From an optimization exercise on the open Yosys and OpenROAD flow, aimed at small area; shortcuts taken in it are not production practice.
The RTL was checked by simulation tests, not by an equivalence proof against the original design.
Power is estimated from default activity; no workload was simulated.

===== design.v =====
`timescale 1ns / 1ns
module vga_sync_gen
(
input wire          CLK,
input wire          RST,
output wire         GEN_ACTIVE,
output wire  [23:0] GEN_RGB,
output wire  [10:0] GEN_HCNT,
output wire         GEN_HSYNC,
output wire         GEN_HSYNCP,
output wire  [10:0] GEN_VCNT,
output wire         GEN_VSYNC,
output wire         GEN_VSYNCP,
input wire   [10:0] V_FRONT_PORCH,
input wire   [10:0] V_SYNC,
input wire   [10:0] V_BACK_PORCH,
input wire   [10:0] V_ACTIVE,
input wire          V_SYNC_POL,
input wire   [10:0] H_FRONT_PORCH,
input wire   [10:0] H_SYNC,
input wire   [10:0] H_BACK_PORCH,
input wire   [10:0] H_ACTIVE,
input wire          H_SYNC_POL
);
localparam  FSM_IDLE                = 3'd0;
localparam  FSM_SYNC                = 3'd4;
localparam  FSM_BACK_PORCH          = 3'd5;
localparam  FSM_ACTIVE              = 3'd7;
localparam  FSM_FRONT_PORCH         = 3'd6;
reg   [2:0] fsm_h;
reg   [2:0] fsm_v;
reg  [10:0] cnt_h;
reg  [10:0] cnt_v;
reg         active_h;    
reg         active_h2;   
reg         active_v;    
reg         active_v2;   
reg         sync_h;
reg         sync_v;
reg         sync_hp;
reg         sync_vp;
reg  [10:0] xa;          
reg  [10:0] ya;          
wire        h_idle  = (fsm_h == FSM_IDLE);
wire        h_last  = (cnt_h == 11'd1);
wire        v_last  = (cnt_v == 11'd1);
wire        fsm_tic = (fsm_h == FSM_FRONT_PORCH) && h_last && !active_h;
wire        cv_d    = active_h2 && !active_h;
always @(posedge CLK or posedge RST)
    if(RST)                                 fsm_h   <= FSM_IDLE;
    else case(fsm_h)
    FSM_SYNC:           if(h_last)          fsm_h   <= FSM_BACK_PORCH;
    FSM_BACK_PORCH:     if(h_last)          fsm_h   <= FSM_ACTIVE;
    FSM_ACTIVE:         if(h_last)          fsm_h   <= FSM_FRONT_PORCH;
    FSM_FRONT_PORCH:    if(h_last)          fsm_h   <= FSM_SYNC;
    default:                                fsm_h   <= FSM_SYNC;
    endcase
always @(posedge CLK)
    case(fsm_h)
    FSM_SYNC:           cnt_h <= h_last ? H_BACK_PORCH  : (cnt_h - 11'd1);
    FSM_BACK_PORCH:     cnt_h <= h_last ? H_ACTIVE      : (cnt_h - 11'd1);
    FSM_ACTIVE:         cnt_h <= h_last ? H_FRONT_PORCH : (cnt_h - 11'd1);
    FSM_FRONT_PORCH:    cnt_h <= h_last ? H_SYNC        : (cnt_h - 11'd1);
    default:            cnt_h <= H_SYNC;
    endcase
always @(posedge CLK or posedge RST)
    if(RST)                                 fsm_v  <= FSM_IDLE;
    else if(fsm_tic) case(fsm_v)
    FSM_SYNC:           if(v_last)          fsm_v  <= FSM_BACK_PORCH;
    FSM_BACK_PORCH:     if(v_last)          fsm_v  <= FSM_ACTIVE;
    FSM_ACTIVE:         if(v_last)          fsm_v  <= FSM_FRONT_PORCH;
    FSM_FRONT_PORCH:    if(v_last)          fsm_v  <= FSM_SYNC;
    default:                                fsm_v  <= FSM_SYNC;
    endcase
always @(posedge CLK)
    if(fsm_tic) case(fsm_v)
    FSM_SYNC:           cnt_v <= v_last ? V_BACK_PORCH  : (cnt_v - 11'd1);
    FSM_BACK_PORCH:     cnt_v <= v_last ? V_ACTIVE      : (cnt_v - 11'd1);
    FSM_ACTIVE:         cnt_v <= v_last ? V_FRONT_PORCH : (cnt_v - 11'd1);
    FSM_FRONT_PORCH:    cnt_v <= v_last ? V_SYNC        : (cnt_v - 11'd1);
    default:            cnt_v <= V_SYNC;
    endcase
always @(posedge CLK or posedge RST)
    if(RST) begin
        active_h  <= 1'b0;
        active_h2 <= 1'b0;
        active_v  <= 1'b0;
        active_v2 <= 1'b0;
        sync_h    <= 1'b0;
        sync_v    <= 1'b0;
        sync_hp   <= 1'b0;
        sync_vp   <= 1'b0;
    end else begin
        active_h  <= (fsm_h == FSM_ACTIVE);
        active_h2 <= active_h;
        active_v  <= (fsm_v == FSM_ACTIVE);
        active_v2 <= active_v;
        sync_h    <= (fsm_h == FSM_SYNC);
        sync_v    <= (fsm_v == FSM_SYNC);
        sync_hp   <= (fsm_h == FSM_SYNC) ? H_SYNC_POL : !H_SYNC_POL;
        sync_vp   <= (fsm_v == FSM_SYNC) ? V_SYNC_POL : !V_SYNC_POL;
    end
wire [10:0] cnt_ha = active_h2 ? (xa + 11'd1) : 11'd0;
wire [10:0] cnt_va = !active_v2 ? 11'd0 : cv_d ? (ya + 11'd1) : ya;
always @(posedge CLK) begin
    xa <= cnt_ha;
    ya <= cnt_va;
end
wire  [7:0] test_y = xa[7:0];
wire        white  = (xa[3:0] == 4'd0) || (ya[3:0] == 4'd0);
reg  [23:0] test_pattern;
always @*
    if(h_idle)                    test_pattern = 24'h000000;
    else if(white)                test_pattern = 24'hFFFFFF;
    else case(ya[5:4])
    2'd0:                         test_pattern = {test_y,test_y,test_y};
    2'd1:                         test_pattern = {test_y,8'd0  ,8'd0  };
    2'd2:                         test_pattern = {8'd0  ,test_y,8'd0  };
    default:                      test_pattern = {8'd0  ,8'd0  ,test_y};
    endcase
assign GEN_ACTIVE  = active_h & active_v;
assign GEN_RGB     = test_pattern;
assign GEN_HCNT    = cnt_ha;
assign GEN_VCNT    = cnt_va;
assign GEN_HSYNC   = sync_h;
assign GEN_VSYNC   = sync_v;
assign GEN_HSYNCP  = sync_hp;
assign GEN_VSYNCP  = sync_vp;
endmodule

===== run.sh =====
#!/bin/bash
# synth_recipe.tcl (not shown) runs the flow's synth.tcl, then flattens the netlist and writes it again
# the make line also repeats each setting of config.mk as NAME=value (left out here)
make -C /OpenROAD-flow-scripts/flow DESIGN_CONFIG=/design/flow/config.mk WORK_HOME=/design/flow/orfs CLKGATE_MAP_FILE= SYNTH_SCRIPT=/design/flow/synth_recipe.tcl finish

===== config.mk =====
export PLATFORM = sky130hd
export DESIGN_NAME = vga_sync_gen
export DESIGN_NICKNAME = vga_sync_gen
export VERILOG_FILES = /design/flow/design.v
export SDC_FILE = /design/flow/constraint.sdc
export NUM_CORES = 4
export LEC_CHECK = 0
export CAP_MARGIN = 20
export CORE_MARGIN = 2
export CORE_UTILIZATION = 40
export SLEW_MARGIN = 20

===== constraint.sdc =====
create_clock -name core_clock -period 5.0 [get_ports {CLK}]
set_input_delay 1.0000 -clock core_clock [delete_from_list [all_inputs] [get_ports {CLK}]]
set_output_delay 1.0000 -clock core_clock [all_outputs]
set_load 0.01 [all_outputs]

==> results of run 1 <==
-- layout by cell type, fill, tap and decap left out, drive strengths merged, types with 3 or more instances in the layout --
master and instances:
a21boi 3, a21oi 39, a221oi 3, a22oi 3, a31oi 9, a32oi 3
and2 19, and3 6, buf 5, clkbuf 10, clkdlybuf4s50 142, clkinv 5
dfrtp 14, dfxtp 33, edfxtp 11, ha 8, inv 17, mux2 7
mux2i 11, mux4 9, nand2 33, nand2b 24, nand3 19, nand3b 4
nand4 8, nor2 19, nor2b 5, nor3 14, nor3b 3, nor4 7
o21ai 21, o2bb2ai 3, o31ai 5, or3 4, or4 4, xnor2 15
xor2 10
-- cell type report --
| cell class | instances | area, um2 | area share, % |
|---|---|---|---|
| multi-input cells | 345 | 2420 | 43.0 |
| repair buffers | 147 | 1460 | 25.9 |
| flip-flops and latches | 58 | 1340 | 23.8 |
| well taps | 133 | 166 | 2.95 |
| clock buffers | 10 | 128 | 2.26 |
| inverters | 17 | 63.8 | 1.13 |
| clock inverters | 6 | 56.3 | 0.998 |
-- power by group --
part	internal, mW	switching, mW	total (mW)	leakage [nW]
sequential	0.490	0.0157	0.506	0.555
combinational	0.119	0.0596	0.179	1.39
clock	0.227	0.190	0.417	0.100
-- through the flow --
step	hold slack, ns	total power, mW	utilization, %	instances
floorplan	0.347	0.583	-	450
global placement	0.354	0.691	56.3	700
CTS	0.381	1.12	58.2	716
global route	0.390	1.16	58.2	716
finish	0.377	1.10	58.2	716
detailed placement	0.358	0.694	56.3	700
-- synth_stat cells, drive strengths merged (14+ instances only) --
cell	number
nor2	19
and2	19
nand2	33
o21ai	21
xnor2	15
a21oi	39
dfrtp	14
nand2b	24
clkbuf	23
nor3	14
inv	16
dfxtp	33
nand3	19
-- path summary, 6_finish.rpt --
path | start | to | slack, ns | cells after the start
max | fsm_h[2] | GEN_RGB[13] | 1.60 | 3
min | active_v | active_v2 | 0.38 | 0
max reg2reg | cnt_v[1] | cnt_v[2] | 2.62 | 6
min reg2reg | active_v | active_v2 | 0.38 | 0
max in group asynchronous | RST | active_h | 3.64 | 2
min in group asynchronous | RST | active_v | 1.01 | 2
-- per-layer routing --
metal	vias up	share of wire, %	GRT usage, %
met5	-	0	0
met1	1755	44	25.1
li1	1904	-	-
met3	16	6.3	4.23
met4	0	1.1	7.59
met2	147	48	33.7
-- state kept, by name, indices dropped and copies added (netlist names) --
name,cells
active_h2,1
fsm_h,3
fsm_v,3
active_v2,1
xa,11
active_v,1
sync_h,1
ya,11
sync_v,1
sync_hp,1
sync_vp,1
active_h,1
cnt_v,11
cnt_h,11
-- kinds of logic (layout without fill, tap and decap cells) --
family,Yosys count,in the layout,synth area share [%]
XOR/XNOR,25,25,5.55
multiplexers,27,27,9.93
flip-flops,58,58,34.0
buffers and inverters,47,180,4.82
adder cells (fa/ha/maj),8,8,2.54
AND/OR/NAND/NOR,179,179,25.9
AO/OA/AOI/OAI,105,105,17.2
other,1,1,0.0951
==> impl_metrics.json, run 1 <==
{
  "vias": 3822,
  "slew_viol_final": 0,
  "cts_buffers": 9,
  "synthFlopType": "dfxtp_1",
  "synth.area.top_cells": "dfxtp_1 (17%), dfrtp_1 (8.9%), edfxtp_1 (8.4%), mux4_2 (5.1%), a21oi_1 (4.9%)",
  "rows": 36,
  "ant_nets": 0,
  "p_leak_nw": 2.04,
  "grt_use_total_pct": 20.0,
  "max-cap-violations": 0,
  "cts_root_buf": "clkbuf_8",
  "cts_hold_buf": 0,
  "seq_area_frac_synth_pct": 34.0,
  "finalSetupTns_ns": 0,
  "htreeDepth": 3,
  "cp_top_family": "simple AND/OR/NAND/NOR gates",
  "io_pins": 143,
  "peakVddDrop_uv": 91.6,
  "setup_violations": 0,
  "diodes": 0,
  "rsz0062_at_grt": "false",
  "syn_to_final_growth_pct": 42.9,
  "dr.pass1.iters": 5,
  "nets": 678,
  "worst_slew_pin_slew_ns": 0.803,
  "synth_area_mm2": 0.00395,
  "postCtsSetupRepairBufs": 0,
  "synthArstFlopShare_pct": 24.1,
  "wl_per_cell_um": 14.6,
  "power.density_mw_per_mm2": 195,
  "synth_cells": 450,
  "grt-ovfl-total": 0,
  "slowest_stage": "nor3_4",
  "finalCritPeriodShare_pct": 67.9,
  "final_area_mm2": 0.00564,
  "synth_area_per_cell_um2": 8.77,
  "cts_sinks": 58,
  "placed_cell_area_mm2": 0.00545,
  "hp-class": "register to register",
  "ys_ff_latch": 58,
  "postSynthNetCount": 550,
  "path_max_fanout": 25,
  "place.gp.congestion": 0.841,
  "drive_above_1_share_pct": 7.55,
  "finalHoldViolCount": 0,
  "skew_ns": 0.00904,
  "cp_slowest_stage_delay_ns": 0.76,
  "post-dp-hpwl_um": 7690,
  "critPathKind": "register to output pin",
  "fmax_ghz": 0.295,
  "start_util_pct": 40.7,
  "required_ns": 4.00,
  "routed_wl_um": 10500,
  "dp_slack_ns": 1.65,
  "synth-edff-count": 11,
  "grt_pass1_wl_um": 16800,
  "die_w_um": 103,
  "cts_buffer_depth": 2,
  "cp-end-kind": "output pin",
  "crit_buf_inv": 1,
  "path_clk_slew_ns": 0.07,
  "synth_top_area_cell": "dfxtp_1",
  "fill_cells": 897,
  "status": "no timing/DRC/antenna violations",
  "grt_pass1_vias": 3547,
  "die_h_um": 103,
  "port_buffers": 142,
  "yosysUniqueCellTypes": 60,
  "cp_cell_sequence": "nor3_4 > a21oi_1 > clkdlybuf4s50_1",
  "cts_resized": 0,
  "drt_iter0_drc": 245,
  "yosysWarnings": 1,
  "dieArea_mm2": 0.0107,
  "antenna_found_initial": 0,
  "tritoncts": "built",
  "clk_latency_ns": 0.33,
  "period_needed_ns": 3.40,
  "setup_slack_ns": 1.60,
  "arrival_ns": 2.40,
  "grt_max_degree": 32,
  "maxSlewHeadroom_pct": 46.3,
  "synth_top_area_share_pct": 16.7,
  "drt-vias-per-instance": 5.34,
  "cp-start-kind": "register",
  "core_area_mm2": 0.00968,
  "drc": 0
}
==> run 2: changes to the inputs <==
==> flow/run.sh (new file) <==
#!/bin/bash
# Standard ORFS layout, with the port buffers made from the smallest buffer.
set -e
export BUFFER_PORTS_ARGS="-buffer_cell sky130_fd_sc_hd__buf_1"
bash standard.sh finish > standard.log 2>&1
==> standard.sh (new file) <==
#!/bin/bash
# synth_recipe.tcl (not shown) runs the flow's synth.tcl, then flattens the netlist and writes it again
# the make line also repeats each setting of config.mk as NAME=value (left out here)
make -C /OpenROAD-flow-scripts/flow DESIGN_CONFIG=/design/flow/config.mk WORK_HOME=/design/flow/orfs CLKGATE_MAP_FILE= SYNTH_SCRIPT=/design/flow/synth_recipe.tcl "${@:-finish}"
removed: run.sh
==> run 2 against run 1 <==
Area after synthesis did not move. Non-clock buffer count fell by 1. Setup slack improved by 0.30 ns. Flip-flop and latch count did not move. Count of clock-buffer cells in the layout rose by 3. Total power fell by 1.3%. Maximum frequency rose by 9.6%. Global-route usage fell by 1.2 points. Combinational power fell by 34%. Clock skew rose by 0.0041 ns. Highest routed layer unchanged.
==> impl_metrics.json, run 2 <==
{
  "dieArea_mm2": 0.0107,
  "start_util_pct": 40.7,
  "slew_viol_final": 0,
  "grt_max_degree": 32,
  "wl_per_cell_um": 14.0,
  "worst_slew_pin_slew_ns": 0.822,
  "critPathKind": "register to output pin",
  "setup_slack_ns": 1.90,
  "post-dp-hpwl_um": 7270,
  "timing.hold.ws_ns": 0.370,
  "drt_iter0_drc": 182,
  "syn_to_final_growth_pct": 20.7,
  "path_max_fanout": 24,
  "die_h_um": 103,
  "grt.met3_usage_pct": 3.63,
  "status": "no timing/DRC/antenna violations",
  "yosysWarnings": 1,
  "yosys.area_share.xor_xnor_pct": 5.55,
  "synth_top_area_cell": "dfxtp_1",
  "synth_area_mm2": 0.00395,
  "skew_ns": 0.0132,
  "synthTopCellsByCount": "a21oi_1 (39), dfxtp_1 (33), nand2_1 (33)",
  "drive_above_1_share_pct": 6.70,
  "cts_resized": 0,
  "finalHoldViolCount": 0,
  "required_ns": 4.00,
  "grt_util_met2_pct": 32.1,
  "finalSetupTns_ns": 0,
  "htreeDepth": 3,
  "grt_use_total_pct": 18.7,
  "final_cell_mix": "buf_1 (142), a21oi_1 (39), nand2_1 (33), dfxtp_1 (33), nand2b_1 (24)",
  "cts_root_buf": "clkbuf_8",
  "postSynthNetCount": 550,
  "setup_violations": 0,
  "rows": 36,
  "synthArstFlopShare_pct": 24.1,
  "grt-ovfl-total": 0,
  "synth_top_family_by_area": "simple AND/OR/NAND/NOR gates",
  "synth_cells": 450,
  "vias": 3771,
  "clk_latency_ns": 0.34,
  "grt.busiest_layer": "met2",
  "finalCritPeriodShare_pct": 61.9,
  "fmax_ghz": 0.323,
  "finish.utilization_pct": 49.2,
  "cts_hold_buf": 0,
  "port_buffers": 142,
  "hp-class": "register to register",
  "seq_area_frac_synth_pct": 34.0,
  "yosys.area_share.simple_pct": 25.9,
  "path_clk_slew_ns": 0.07,
  "synthFlopType": "dfxtp_1",
  "tritoncts": "built",
  "maxSlewHeadroom_pct": 45.2,
  "nets": 677,
  "synth.area.top_cells": "dfxtp_1 (17%), dfrtp_1 (8.9%), edfxtp_1 (8.4%), mux4_2 (5.1%), a21oi_1 (4.9%)",
  "peakVddDrop_uv": 124,
  "drt-vias-per-instance": 5.27,
  "rsz0062_at_grt": "false",
  "slowest_stage": "nor3_4",
  "grt_pass1_vias": 3393,
  "placed_cell_area_mm2": 0.00455,
  "synthMuxAreaShare_pct": 9.93,
  "place.gp.congestion": 0.848,
  "yosysUniqueCellTypes": 60,
  "yosysMostFrequentCell": "a21oi_1",
  "p_leak_nw": 1.66,
  "drc": 0,
  "cp_cell_sequence": "nor3_4 > a21oi_1 > buf_1",
  "antenna_found_initial": 0,
  "die_w_um": 103,
  "ant_nets": 0,
  "cp_slowest_stage_delay_ns": 0.81,
  "power.density_mw_per_mm2": 228,
  "synth_area_per_cell_um2": 8.77,
  "routed_wl_um": 10000,
  "cp-start-kind": "register",
  "synthAdderAreaFrac_pct": 2.54,
  "max-cap-violations": 0,
  "cts_sinks": 58,
  "synth_compound_area_share_pct": 17.2,
  "io_pins": 143,
  "synth-edff-count": 11,
  "arrival_ns": 2.10,
  "crit_buf_inv": 1,
  "cp-end-kind": "output pin",
  "cp_top_family": "simple AND/OR/NAND/NOR gates",
  "grt_pass1_wl_um": 15800,
  "cts_buffers": 9,
  "period_needed_ns": 3.10,
  "dr.pass1.iters": 4,
  "synth_top_area_share_pct": 16.7,
  "postCtsSetupRepairBufs": 0,
  "cts_buffer_depth": 2,
  "diodes": 0,
  "gr-usage-met1_pct": 24.2,
  "final_common_cell": "buf_1",
  "dp_slack_ns": 1.96,
  "final_area_mm2": 0.00476,
  "core_area_mm2": 0.00968,
  "ys_ff_latch": 58
}
[run 2: cell counts after synthesis]
No cell type changed its count.
[run 2: kinds of logic after synthesis]
family / after synthesis
xor gates and xnor gates: 25
other: 1
and+or+nand+nor: 179
DFF: 58
AOI/OAI and AO/OA: 105
muxes: 27
adders and majority gates: 8
buffers and inverters: 47
[run 2: through the flow]
stage                     instances  total power, mW
after CTS                       715             1.10
final                           715             1.09
after detailed placement        699            0.634
after floorplan                 450            0.583
after global placement          699            0.630
after global routing            715             1.13
[run 2: layout make-up]
class | instances | area, um2
Multi-Input combinational cell | 345 | 2420
Clock buffer | 13 | 139
Timing Repair Buffer | 146 | 563
Inverter | 17 | 63.8
Sequential cell | 58 | 1340
Tap cell | 133 | 166
Clock inverter | 3 | 63.8
Fill cell | 962 | 4920
[run 2: power by group]
part | internal [mW] | switching [mW] | leakage, nW | total (mW)
sequential | 0.490 | 0.0158 | 0.555 | 0.506
clock | 0.280 | 0.183 | 0.0993 | 0.464
combinational | 0.0583 | 0.0599 | 1.01 | 0.118
total | 0.829 | 0.259 | 1.66 | 1.09
[run 2: routing by layer]
layer / up-vias / share of wire, % / wire (um)
met5: - / 0 / 0
li1: 1892 / - / -
met4: 0 / 0.44 / 44
met3: 7 / 5.2 / 520
met2: 123 / 47 / 4760
met1: 1749 / 47 / 4710
[run 2: final timing paths]
check	startpoint	end	slack, ns	cells after the start
max in group asynchronous	RST	fsm_h[2]	3.94	2
worst max-delay path	fsm_h[1]	GEN_RGB[23]	1.90	3
worst min-delay path	active_v	active_v2	0.37	0
worst max register to register	fsm_h[1]	cnt_v[9]	2.53	4
min in group asynchronous	RST	sync_v	0.68	2
worst min register to register	active_v	active_v2	0.37	0

==> what the ideal ports hide <==
No port has a modelled driver above. Below, the same layouts with a new extraction and two added sets of constraints. Step 1 (the two cells are an assumption about what drives the block):
set clk [get_ports {CLK}]
set_driving_cell -lib_cell sky130_fd_sc_hd__clkbuf_16 $clk
set_driving_cell -lib_cell sky130_fd_sc_hd__buf_2 [delete_from_list [all_inputs] $clk]
Step 2 times the ports against the registers' clock, not the clock port: input delays grow and output delays shrink by t, the midpoint of the rising clock arrivals with the driver on. Three values: no drivers, after step 1, after step 2; two values: the first two.
run	t, ns	setup WS [ns]	slew at the worst register clock pin (ns)	worst slew at a driven data input, ns
run 1	0.356	1.605 / 1.578 / 1.935	0.07 / 0.07	0.05
run 2	0.359	1.903 / 1.875 / 2.235	0.07 / 0.07	0.05
After both steps every run listed still meets setup and hold.
